What follows belongs to an exercise in optimizing a design on an open flow for small area and a short achievable clock period; a production flow would make more cautious choices.
In this exercise RTL edits were held to simulation tests only and were not proved equivalent to the original.
In this run the design's own scripts or RTL, not TritonCTS, make the clock network.
The flow treats the clock pin as an ideal source. Dropping or thinning the clock tree relies on that and would not hold on a real chip.
Power and IR drop assume default switching activity.

==> flow/design.v <==
module g_inv   (input wire a, output wire y);                 assign y = ~a;                 endmodule
module g_nand2 (input wire a, b, output wire y);              assign y = ~(a & b);           endmodule
module g_nand3 (input wire a, b, c, output wire y);           assign y = ~(a & b & c);       endmodule
module g_nand4 (input wire a, b, c, d, output wire y);        assign y = ~(a & b & c & d);   endmodule
module g_nor2  (input wire a, b, output wire y);              assign y = ~(a | b);           endmodule
module g_nor3  (input wire a, b, c, output wire y);           assign y = ~(a | b | c);       endmodule
module g_nor2b (input wire a, b_n, output wire y);            assign y = ~(a | ~b_n);        endmodule
module g_nand2b (input wire a_n, b, output wire y);           assign y = ~(~a_n & b);        endmodule
module g_mux2i (input wire a0, a1, s, output wire y);         assign y = ~(s ? a1 : a0);     endmodule
module g_and2  (input wire a, b, output wire y);              assign y = a & b;              endmodule
module g_or2   (input wire a, b, output wire y);              assign y = a | b;              endmodule
module g_a222oi (input wire a1, a2, b1, b2, c1, c2, output wire y);
  assign y = ~((a1 & a2) | (b1 & b2) | (c1 & c2));
endmodule
module accept (
    input  wire [1:0] pair,
    input  wire       expected,
    output wire       acc,
    output wire       acc_n
  );
  wire u, v, u_n, v_n;
  g_nor2b  g_u  (.a(pair[1]), .b_n(pair[0]), .y(u));      
  g_nor2b  g_v  (.a(pair[0]), .b_n(pair[1]), .y(v));      
  g_nand2b g_un (.a_n(pair[1]), .b(pair[0]), .y(u_n));    
  g_nand2b g_vn (.a_n(pair[0]), .b(pair[1]), .y(v_n));    
  g_mux2i  g_an (.a0(v),   .a1(u),   .s(expected), .y(acc_n));
  g_mux2i  g_ap (.a0(v_n), .a1(u_n), .s(expected), .y(acc));
endmodule
module pair_match #(parameter [1:0] V = 2'b00) (
    input  wire [1:0] f,
    output wire       m,
    output wire       m_n
  );
  generate
    if (V == 2'b11) begin : v11
      g_and2   g_m  (.a(f[0]), .b(f[1]), .y(m));
      g_nand2  g_mn (.a(f[0]), .b(f[1]), .y(m_n));
    end else if (V == 2'b10) begin : v10
      g_nor2b  g_m  (.a(f[0]), .b_n(f[1]), .y(m));
      g_nand2b g_mn (.a_n(f[0]), .b(f[1]), .y(m_n));
    end else if (V == 2'b01) begin : v01
      g_nor2b  g_m  (.a(f[1]), .b_n(f[0]), .y(m));
      g_nand2b g_mn (.a_n(f[1]), .b(f[0]), .y(m_n));
    end else begin : v00
      g_nor2   g_m  (.a(f[0]), .b(f[1]), .y(m));
      g_or2    g_mn (.a(f[0]), .b(f[1]), .y(m_n));
    end
  endgenerate
endmodule
module hit #(parameter [3:0] V = 4'd2) (
    input  wire [3:0] f,
    output wire       hit,
    output wire       hit_n
  );
  wire lo, lo_n, hi, hi_n;
  pair_match #(.V(V[1:0])) m_lo (.f(f[1:0]), .m(lo), .m_n(lo_n));
  pair_match #(.V(V[3:2])) m_hi (.f(f[3:2]), .m(hi), .m_n(hi_n));
  g_nor2  g_h  (.a(lo_n), .b(hi_n), .y(hit));
  g_nand2 g_hn (.a(lo),   .b(hi),   .y(hit_n));
endmodule
module arbitro (
    input  wire an, an_n, ae, ae_n, ap, ap_n, nx, nx_n, ny, ny_n, ex, ex_n, ey, ey_n, px, px_n, py, py_n,
    output wire south_n_n, south_e, south_p_n, west_n, west_e, west_p_n, pe_n, pe_e
  );
  wire w1;
  wire w2;
  wire w3;
  wire w4;
  wire w5;
  wire w6;
  wire w7;
  wire w8;
  wire w9;
  wire w10;
  wire w11;
  wire w12;
  wire w13;
  wire w14;
  wire w15;
  wire w16;
  wire w17;
  wire w18;
  wire w19;
  wire w20;
  wire w21;
  wire w22;
  wire w23;
  wire w24;
  wire w25;
  wire w26;
  wire w27;
  wire w28;
  wire w29;
  wire w30;
  wire w31;
  wire w32;
  wire w33;
  wire w34;
  wire w35;
  wire w36;
  wire w37;
  wire w38;
  wire w39;
  wire w40;
  wire w41;
  wire w42;
  wire w43;
  wire w44;
  wire w45;
  wire w46;
  wire w47;
  wire w48;
  wire w49;
  wire w50;
  wire w51;
  g_nand4 g1 (an, ae, ex_n, ey_n, w1);
  g_nand4 g2 (an, ae_n, nx, ny_n, w2);
  g_nand4 g3 (an, ae, nx_n, ex_n, w3);
  g_nand4 g4 (an, ae, ap_n, ex_n, w4);
  g_nor3 g5 (ap_n, ny, ey_n, w5);
  g_nand3 g6 (an, ae, w5, w6);
  g_nor3 g7 (nx_n, ex_n, ey_n, w7);
  g_nand4 g8 (an, ae, ap, w7, w8);
  g_nand3 g9 (w1, w2, w3, w9);
  g_nand3 g10 (w4, w6, w8, w10);
  g_nor2 g11 (w9, w10, w11);
  g_nand4 g12 (ae, ny_n, ex, ey_n, w12);
  g_nand4 g13 (ae, nx_n, ex, ey_n, w13);
  g_nand4 g14 (ae, ap_n, ex, ey_n, w14);
  g_nand4 g15 (an_n, ae, ex, ey_n, w15);
  g_nand4 g16 (w12, w13, w14, w15, w16);
  g_nand4 g17 (an, ae_n, ap, nx_n, w17);
  g_nand4 g18 (an_n, ae, ap, ex_n, w18);
  g_nor3 g19 (ny_n, ex, ey_n, w19);
  g_nand4 g20 (ae, ap, nx, w19, w20);
  g_nor3 g21 (ny_n, ex_n, ey_n, w21);
  g_nand4 g22 (an, ap, nx_n, w21, w22);
  g_nor3 g23 (ap_n, px_n, py, w23);
  g_nand3 g24 (an_n, ae_n, w23, w24);
  g_nand3 g25 (w17, w18, w20, w25);
  g_nand2 g26 (w22, w24, w26);
  g_nor2 g27 (w25, w26, w27);
  g_nand3 g28 (an, ae_n, nx_n, w28);
  g_nor3 g29 (ny, ex_n, ey, w29);
  g_nand3 g30 (an, ae, w29, w30);
  g_nand4 g31 (an, ae, ap_n, ex, w31);
  g_nand4 g32 (an, nx_n, ny, ex, w32);
  g_nand4 g33 (w28, w30, w31, w32, w33);
  g_nor2 g34 (ae_n, ex, w34);
  g_nand4 g35 (an_n, ae_n, ap, px_n, w35);
  g_nor3 g36 (ny, ex_n, ey_n, w36);
  g_nand3 g37 (ae, ap, w36, w37);
  g_nand4 g38 (an, ae_n, ap, nx, w38);
  g_nand4 g39 (an_n, ae, ap, ex, w39);
  g_nor3 g40 (nx_n, ny_n, ex_n, w40);
  g_nand3 g41 (an, ap, w40, w41);
  g_nand3 g42 (w35, w37, w38, w42);
  g_nand2 g43 (w39, w41, w43);
  g_nor2 g44 (w42, w43, w44);
  g_nand4 g45 (an, ae_n, nx, ny, w45);
  g_nor3 g46 (ny_n, ex_n, ey, w46);
  g_nand4 g47 (an, ap, nx, w46, w47);
  g_nor3 g48 (ny_n, ex, ey_n, w48);
  g_nand4 g49 (an, ap, nx, w48, w49);
  g_nand3 g50 (w45, w47, w49, w50);
  g_nor3 g51 (ae_n, ex_n, ey_n, w51);
  assign south_n_n = w11;
  assign south_e = w16;
  assign south_p_n = w27;
  assign west_n = w33;
  assign west_e = w34;
  assign west_p_n = w44;
  assign pe_n = w50;
  assign pe_e = w51;
endmodule
module out_next3 #(parameter W = 48) (
    input  wire [W-1:0] a, b, c, q,
    input  wire         sa, sb, sc, hold,
    output wire [W-1:0] d
  );
  genvar i;
  generate
    for (i = 0; i < W; i = i + 1) begin : bit_
      wire y1, y2;
      g_a222oi g_abc (.a1(sa), .a2(a[i]), .b1(sb), .b2(b[i]), .c1(sc), .c2(c[i]), .y(y1));
      g_nand2  g_q   (.a(hold), .b(q[i]), .y(y2));
      g_nand2  g_d   (.a(y1), .b(y2), .y(d[i]));
    end
  endgenerate
endmodule
module out_next2 #(parameter W = 40) (
    input  wire [W-1:0] a, b, q,
    input  wire         sa, sb, hold,
    output wire [W-1:0] d
  );
  genvar i;
  generate
    for (i = 0; i < W; i = i + 1) begin : bit_
      wire y;
      g_a222oi g_abq (.a1(sa), .a2(a[i]), .b1(sb), .b2(b[i]), .c1(hold), .c2(q[i]), .y(y));
      g_inv    g_d   (.a(y), .y(d[i]));
    end
  endgenerate
endmodule
module atto #(parameter X_LOCAL = 2, parameter Y_LOCAL = 2)
  (
    input   wire clka,
    input   wire rsta,
      input wire [47:0] north_channel_din,
      input wire [1:0]  north_diff_pair_din,
      input wire [47:0] east_channel_din,
      input wire [1:0]  east_diff_pair_din,
      input wire [47:0] pe_channel_din,
      input wire [1:0]  pe_diff_pair_din,
      output wire [47:0]  south_channel_dout,
      output wire [1:0]   south_diff_pair_dout,
      output wire [47:0]  west_channel_dout,
      output wire [1:0]   west_diff_pair_dout,
      output wire [39:0]  pe_channel_dout,
      output wire [1:0]   pe_diff_pair_dout,
      output wire         r2pe_ack_dout
  );
reg  n_exp, e_exp, p_exp;
wire an, ae, ap, an_n, ae_n, ap_n;
accept n_accept (.pair(north_diff_pair_din), .expected(n_exp), .acc(an), .acc_n(an_n));
accept e_accept (.pair(east_diff_pair_din),  .expected(e_exp), .acc(ae), .acc_n(ae_n));
accept p_accept (.pair(pe_diff_pair_din),    .expected(p_exp), .acc(ap), .acc_n(ap_n));
always @(posedge clka)
  if (rsta)
    begin
      n_exp <= 1'b1;
      e_exp <= 1'b1;
      p_exp <= 1'b1;
    end
  else
    begin
      n_exp <= n_exp ^ an;
      e_exp <= e_exp ^ ae;
      p_exp <= p_exp ^ ap;
    end
wire nx, ny, ex, ey, px, py, nx_n, ny_n, ex_n, ey_n, px_n, py_n;
hit #(.V(X_LOCAL)) n_xhit (.f(north_channel_din[47:44]), .hit(nx), .hit_n(nx_n));
hit #(.V(Y_LOCAL)) n_yhit (.f(north_channel_din[43:40]), .hit(ny), .hit_n(ny_n));
hit #(.V(X_LOCAL)) e_xhit (.f(east_channel_din[47:44]),  .hit(ex), .hit_n(ex_n));
hit #(.V(Y_LOCAL)) e_yhit (.f(east_channel_din[43:40]),  .hit(ey), .hit_n(ey_n));
hit #(.V(X_LOCAL)) p_xhit (.f(pe_channel_din[47:44]),    .hit(px), .hit_n(px_n));
hit #(.V(Y_LOCAL)) p_yhit (.f(pe_channel_din[43:40]),    .hit(py), .hit_n(py_n));
wire south_n_n, south_e, south_p_n, west_n, west_e, west_p_n, pe_n, pe_e;
arbitro arbiter (
    .an(an), .an_n(an_n), .ae(ae), .ae_n(ae_n), .ap(ap), .ap_n(ap_n),
    .nx(nx), .nx_n(nx_n), .ny(ny), .ny_n(ny_n),
    .ex(ex), .ex_n(ex_n), .ey(ey), .ey_n(ey_n),
    .px(px), .px_n(px_n), .py(py), .py_n(py_n),
    .south_n_n(south_n_n), .south_e(south_e), .south_p_n(south_p_n),
    .west_n(west_n), .west_e(west_e), .west_p_n(west_p_n),
    .pe_n(pe_n), .pe_e(pe_e)
  );
reg [47:0] n_flit, e_flit, p_flit;
reg s_n_n, s_e, s_p_n;
reg w_n, w_e, w_p_n;
reg p_n, p_e;
reg p_ack;
always @(posedge clka)
  begin
    n_flit <= north_channel_din;
    e_flit <= east_channel_din;
    p_flit <= pe_channel_din;
    s_n_n  <= south_n_n;
    s_e    <= south_e;
    s_p_n  <= south_p_n;
    w_n    <= west_n;
    w_e    <= west_e;
    w_p_n  <= west_p_n;
    p_n    <= pe_n;
    p_e    <= pe_e;
    p_ack  <= ap;
  end
wire sn = ~s_n_n, se = s_e, sp = ~s_p_n;
wire wn = w_n,    we = w_e, wp = ~w_p_n;
wire pn = p_n,    pe = p_e;
wire s_tgl = sn | se | sp;
wire w_tgl = wn | we | wp;
wire p_tgl = pn | pe;
reg [47:0] s_q, w_q;
reg [39:0] p_q;
reg        ack_q;
reg [1:0]  s_dp, w_dp, p_dp;
wire [47:0] s_d, w_d;
wire [39:0] p_d;
wire        ack_d;
out_next3 #(.W(48)) s_next (.a(n_flit), .b(e_flit), .c(p_flit), .q(s_q),
                            .sa(sn), .sb(se), .sc(sp), .hold(~s_tgl), .d(s_d));
out_next3 #(.W(48)) w_next (.a(n_flit), .b(e_flit), .c(p_flit), .q(w_q),
                            .sa(wn), .sb(we), .sc(wp), .hold(~w_tgl), .d(w_d));
out_next2 #(.W(40)) p_next (.a(n_flit[39:0]), .b(e_flit[39:0]), .q(p_q),
                            .sa(pn), .sb(pe), .hold(~p_tgl), .d(p_d));
out_next2 #(.W(1))  a_next (.a(p_ack), .b(p_ack), .q(ack_q),
                            .sa(pn), .sb(pe), .hold(~p_tgl), .d(ack_d));
always @(posedge clka)
  begin
    s_q   <= s_d;
    w_q   <= w_d;
    p_q   <= p_d;
    ack_q <= ack_d;
  end
always @(posedge clka)
  if (rsta)
    begin
      s_dp <= 2'b10;
      w_dp <= 2'b10;
      p_dp <= 2'b10;
    end
  else
    begin
      s_dp <= s_dp ^ {2{s_tgl}};
      w_dp <= w_dp ^ {2{w_tgl}};
      p_dp <= p_dp ^ {2{p_tgl}};
    end
assign south_channel_dout   = s_q;
assign south_diff_pair_dout = s_dp;
assign west_channel_dout    = w_q;
assign west_diff_pair_dout  = w_dp;
assign pe_channel_dout      = p_q;
assign pe_diff_pair_dout    = p_dp;
assign r2pe_ack_dout        = ack_q;
endmodule
==> flow/flow/run.sh <==
#!/bin/bash
# The standard ORFS layout (standard.sh), with two changes:
#  - the port buffers that buffer_ports inserts are the smallest buffer,
#    sky130_fd_sc_hd__buf_1 (repair may still resize them);
#  - the clock tree is built by flow/cts_tree.tcl, run as the CTS step's
#    PRE hook: two balanced levels of buffers (4 driven by the clock port,
#    then leaves over k-means clusters of the flip-flops), in place of
#    clock_tree_synthesis. The rest of the CTS step (legalisation, timing
#    repair) and all other steps are ORFS's own.
# ORFS writes each tool's log under orfs/logs/; make's output goes to
# standard_flow.log here.
set -euo pipefail
export BUFFER_PORTS_ARGS="-buffer_cell sky130_fd_sc_hd__buf_1"
export PRE_CTS_TCL=$PWD/flow/cts_tree.tcl
bash standard.sh "$@" > standard_flow.log 2>&1
==> flow/flow/cts_tree.tcl <==
# Clock tree of two levels, built in place of clock_tree_synthesis (sourced as
# the CTS step's PRE hook, PRE_CTS_TCL):
# clka -> K1 root buffers -> K2 leaf buffers -> flip-flops.
# Leaves cluster the flip-flops by position (k-means), roots cluster the leaves.
proc tree_kmeans {pts K iters} {
  # pts: list of {x y}; returns list of assignments and centroids
  set n [llength $pts]
  set sorted [lsort -real -index 0 $pts]
  set cents {}
  for {set k 0} {$k < $K} {incr k} {
    # init: spread along a serpentine of x-sorted points
    lappend cents [lindex $sorted [expr {int(($k + 0.5) * $n / $K)}]]
  }
  for {set it 0} {$it < $iters} {incr it} {
    set asg {}
    set sx [lrepeat $K 0.0]; set sy [lrepeat $K 0.0]; set sc [lrepeat $K 0]
    foreach p $pts {
      lassign $p x y
      set best 0; set bd 1e18
      for {set k 0} {$k < $K} {incr k} {
        lassign [lindex $cents $k] kx ky
        set d [expr {hypot($x - $kx, $y - $ky)}]
        if {$d < $bd} { set bd $d; set best $k }
      }
      lappend asg $best
      lset sx $best [expr {[lindex $sx $best] + $x}]
      lset sy $best [expr {[lindex $sy $best] + $y}]
      lset sc $best [expr {[lindex $sc $best] + 1}]
    }
    for {set k 0} {$k < $K} {incr k} {
      if {[lindex $sc $k] > 0} {
        lset cents $k [list [expr {[lindex $sx $k] / [lindex $sc $k]}] [expr {[lindex $sy $k] / [lindex $sc $k]}]]
      }
    }
  }
  return [list $asg $cents $sc]
}

proc build_clock_tree {clk_name K1 K2 root_cell leaf_cell} {
  set block [ord::get_db_block]
  set db [ord::get_db]
  set clknet [$block findNet $clk_name]
  set sinks {}
  set pts {}
  foreach it [$clknet getITerms] {
    set inst [$it getInst]
    set bb [$inst getBBox]
    lappend sinks $it
    lappend pts [list [expr {([$bb xMin] + [$bb xMax]) / 2.0}] [expr {([$bb yMin] + [$bb yMax]) / 2.0}]]
  }
  lassign [tree_kmeans $pts $K2 40] asg2 cents2 sc2
  puts "clock tree: [llength $sinks] sinks, leaf clusters $sc2"
  lassign [tree_kmeans $cents2 $K1 40] asg1 cents1 sc1
  puts "clock tree: root clusters $sc1"
  set rmaster [$db findMaster $root_cell]
  set lmaster [$db findMaster $leaf_cell]
  for {set k 0} {$k < $K1} {incr k} {
    set inst [odb::dbInst_create $block $rmaster "clkroot_$k"]
    lassign [lindex $cents1 $k] x y
    $inst setLocation [expr {int($x)}] [expr {int($y)}]
    $inst setPlacementStatus PLACED
    set net [odb::dbNet_create $block "clknet_root_$k"]
    $net setSigType CLOCK
    [$inst findITerm A] connect $clknet
    [$inst findITerm X] connect $net
    set rnet($k) $net
  }
  for {set k 0} {$k < $K2} {incr k} {
    set inst [odb::dbInst_create $block $lmaster "clkleaf_$k"]
    lassign [lindex $cents2 $k] x y
    $inst setLocation [expr {int($x)}] [expr {int($y)}]
    $inst setPlacementStatus PLACED
    set net [odb::dbNet_create $block "clknet_leaf_$k"]
    $net setSigType CLOCK
    [$inst findITerm A] connect $rnet([lindex $asg1 $k])
    [$inst findITerm X] connect $net
    set lnet($k) $net
  }
  set i 0
  foreach it $sinks {
    $it disconnect
    $it connect $lnet([lindex $asg2 $i])
    incr i
  }
}

build_clock_tree clka 4 24 sky130_fd_sc_hd__clkbuf_16 sky130_fd_sc_hd__clkbuf_8
# the tree is built: the flow's own clock tree synthesis is not run
proc clock_tree_synthesis {args} { puts "clock_tree_synthesis skipped: clock tree built by cts_tree.tcl" }
==> flow/standard.sh <==
#!/bin/bash
# synth_recipe.tcl (not shown) runs the flow's synth.tcl, then flattens the netlist and writes it again
# the make line also repeats each setting of config.mk as NAME=value (left out here)
make -C /OpenROAD-flow-scripts/flow DESIGN_CONFIG=/design/flow/config.mk WORK_HOME=/design/flow/orfs CLKGATE_MAP_FILE= SYNTH_SCRIPT=/design/flow/synth_recipe.tcl "${@:-finish}"
==> flow/config.mk <==
export PLATFORM = sky130hd
export DESIGN_NAME = atto
export DESIGN_NICKNAME = atto
export VERILOG_FILES = /design/flow/design.v
export SDC_FILE = /design/flow/constraint.sdc
export NUM_CORES = 4
export LEC_CHECK = 0
export CAP_MARGIN = 20
export CORE_MARGIN = 2
export CORE_UTILIZATION = 60
export SETUP_SLACK_MARGIN = 1.85
export SLEW_MARGIN = 20
export SYNTH_HIERARCHICAL = 1
export SYNTH_MINIMUM_KEEP_SIZE = 0
==> flow/constraint.sdc <==
create_clock -name core_clock -period 3.2 [get_ports {clka}]
set_input_delay 0.6400 -clock core_clock [delete_from_list [all_inputs] [get_ports {clka}]]
set_output_delay 0.6400 -clock core_clock [all_outputs]
set_load 0.01 [all_outputs]
==> summary.txt <==
[state kept, by name, summed over array words and instances, names as in the netlist, 2 cells and up]
name	flops
e_flit	48
w_dp	2
p_dp	2
s_q	48
w_q	48
p_q	40
s_dp	2
p_flit	48
n_flit	48
[power groups by stage]
stage / registers, µW / clock network [µW] / logic [µW]
after floorplan: 4980 / 0 / 658
after global placement: 4800 / 0 / 1570
after detailed placement: 4810 / 0 / 1600
after CTS: 4790 / 1560 / 1820
after global routing: 4990 / 2150 / 2820
final: 4950 / 2010 / 2700
[through the flow]
stage / hold slack, ns / utilization / power (µW) / instance area (µm²)
6_report: 0.391 / 0.881 / 9650 / 13200
5_1_grt: 0.381 / 0.881 / 9970 / 13200
4_1_cts: 0.428 / 0.774 / 8170 / 11600
3_5_place_dp: 0.428 / 0.707 / 6410 / 10600
3_3_place_gp: 0.422 / 0.707 / 6370 / 10600
2_1_floorplan: 0.432 / - / 5640 / 9290
[routing by layer]
| layer | part of all wire | track usage | wire, µm | vias up |
|---|---|---|---|---|
| met3 | 0.13 | 0.0507 | 4380 | 154 |
| li1 | - | - | - | 3811 |
| met4 | 0.055 | 0.132 | 1860 | 0 |
| met1 | 0.34 | 0.457 | 11600 | 4302 |
| met5 | 0 | 0 | 0 | - |
| met2 | 0.48 | 0.591 | 16300 | 788 |
[worst max-delay path by stage]
stage | from | end | slack, ns | cells past startpoint
finish | p_q[26] | pe_channel_dout[26] | 1.75 | 1
global route | p_q[26] | pe_channel_dout[26] | 1.74 | 1
CTS | pe_diff_pair_din[0] | w_p_n | 1.59 | 7
detailed placement | pe_diff_pair_din[0] | s_n_n | 1.31 | 7
global placement | w_n | w_dp[0] | 1.35 | 3
floorplan | w_n | w_dp[0] | 1.23 | 2
[what timing repair did]
item | in CTS | in global routing
setup endpoints to repair | 153 | 267
buffers inserted | 26 | 38
pin swaps | 10 | 13
resized for setup | 45 | 614
cloned | 5 | 1
[final cells by class]
class                      count  area (µm²)  share of cell area
antenna                        2        5.00            0.000378
buffer                        28         430              0.0325
inverter                      44         188              0.0142
multi-input combinational    459        3240               0.245
sequential                   299        6190               0.467
tap                          188         235              0.0178
timing repair buffer         362        2960               0.223
==> impl_metrics.py <==
metrics = {
    "global_route": {
        "grt_first_pass_wirelength_um": 44200,
        "antenna_found_initial": 1,
        "overflow": 0,
        "grt_pass1_vias": 7875,
        "grt_max_degree": 49,
        "grtUsageTotal": 0.350,
    },
    "final_layout": {
        "nets": 1346,
        "final_cells": 1382,
        "drive_above_1_share": 0.387,
        "final_common_cell": "nand2_1",
        "final_cell_mix": "nand2_1, buf_6, dfxtp_2",
        "fillerInstances": 717,
        "area_growth_syn_to_layout_pct": 44.8,
    },
    "critical_path": {
        "r2r_setup_slack_ns": 1.79,
        "cp.required_ns": 2.56,
        "crit_fanout": 2,
        "reg2regPathDepth": 5,
        "cp_slowest_stage_delay_ns": 0.33,
        "startpoint_type": "flop",
        "worst_setup_path_end_kind": "primary output",
        "arrival_ns": 0.81,
        "r2r-end": "w_q[4]",
        "path_delay_family": "flip-flops",
        "path_cells": "buf_4",
        "slowest_stage": "dfxtp_2",
        "critPathKind": "reg -> out",
        "critPathBufInv": 1,
        "r2r_start": "w_p_n",
    },
    "yosys": {
        "synth_area_mm2": 0.00915,
        "avgSynthCellArea_um2": 11.5,
        "yosys_warnings": 7,
        "syn_inst": 799,
        "syn_nets": 951,
    },
    "timing": {
        "fin_crit_sh": 0.452,
        "worst_pin_slew_ns": 0.547,
        "setup_tns_ns": 0,
        "setup_viol": 0,
        "rsz0062_at_grt": "yes",
        "finalClockSkew_ns": 0.0644,
        "layout_setup_ws_ns": 1.75,
        "relSlewSlack": 0.635,
        "fmax_mhz": 691,
        "fin_crit_ns": 1.45,
        "drv_slew": 0,
        "hold_violations": 0,
    },
    "pwr": {
        "switchingPower_uw": 2850,
        "power.internal_uw": 6800,
        "seqPwrFrac": 0.512,
        "comb_power_share": 0.280,
        "power_density_mw_per_mm2": 729,
        "clockPowerShare": 0.208,
        "swShare": 0.295,
        "peakVddDrop_uv": 527,
        "p_leak_uw": 0.00603,
    },
    "min_path": {
        "hp-class": "in -> reg",
        "worstHoldPathCells": 1,
        "holdCritStartpoint": "pe_channel_din[8]",
        "whs_endpoint": "p_flit[8]",
    },
    "floorplanning": {
        "die-area_mm2": 0.0163,
        "die_x_um": 127,
        "die_y_um": 127,
        "ios": 295,
        "initial_core_util": 0.609,
        "coreArea_mm2": 0.0150,
        "rows": 45,
    },
    "clock_network": {
        "holdBufCountCts": 0,
        "clk_latency_ns": 0.33,
        "clkTransAtPathRegs_ns": 0.10,
    },
    "routing": {
        "ant_nets": 0,
        "drt_iter0_markers": 1533,
        "viasPerCell": 6.55,
        "route.detailed.drc": 0,
        "vias": 9055,
        "drtPass1Iterations": 11,
        "routed_wl_um": 34100,
        "wl_per_cell_um": 24.7,
    },
    "run": {
        "cap_viol_max_count": 0,
    },
    "placed_design": {
        "port_buffers": 294,
        "dp_cells": 1282,
        "place_hpwl_um": 16000,
        "gp_congestion": 0.839,
        "dp_slack_ns": 1.31,
    },
    "run_status": {
        "outcome": "complete, no violations",
    },
}

[afterwards: timing with drivers on the ports]
Ports are ideal in the flow. The routed layout listed here was re-timed in OpenROAD. Step 1, drivers: a clkbuf_16 drives clka and a buf_2 each remaining input, both assumed. Step 2, shift: input delay + t, output delay - t, t = (earliest + latest rising clock arrival at the registers) / 2. This alone moves slack from input paths to output paths. Three values: ideal, step 1, step 2; two values: the first two.
t (ns): 0.404
setup slack, ns: 1.753 / 1.647 / 1.517
worst setup path at the end: input to register
worst slew at a driven data input, ns: 0.10
After both steps setup and hold are still met in this run. For this run, drivers alone change the setup slack by -0.106 ns; drivers and shift together by -0.236 ns.
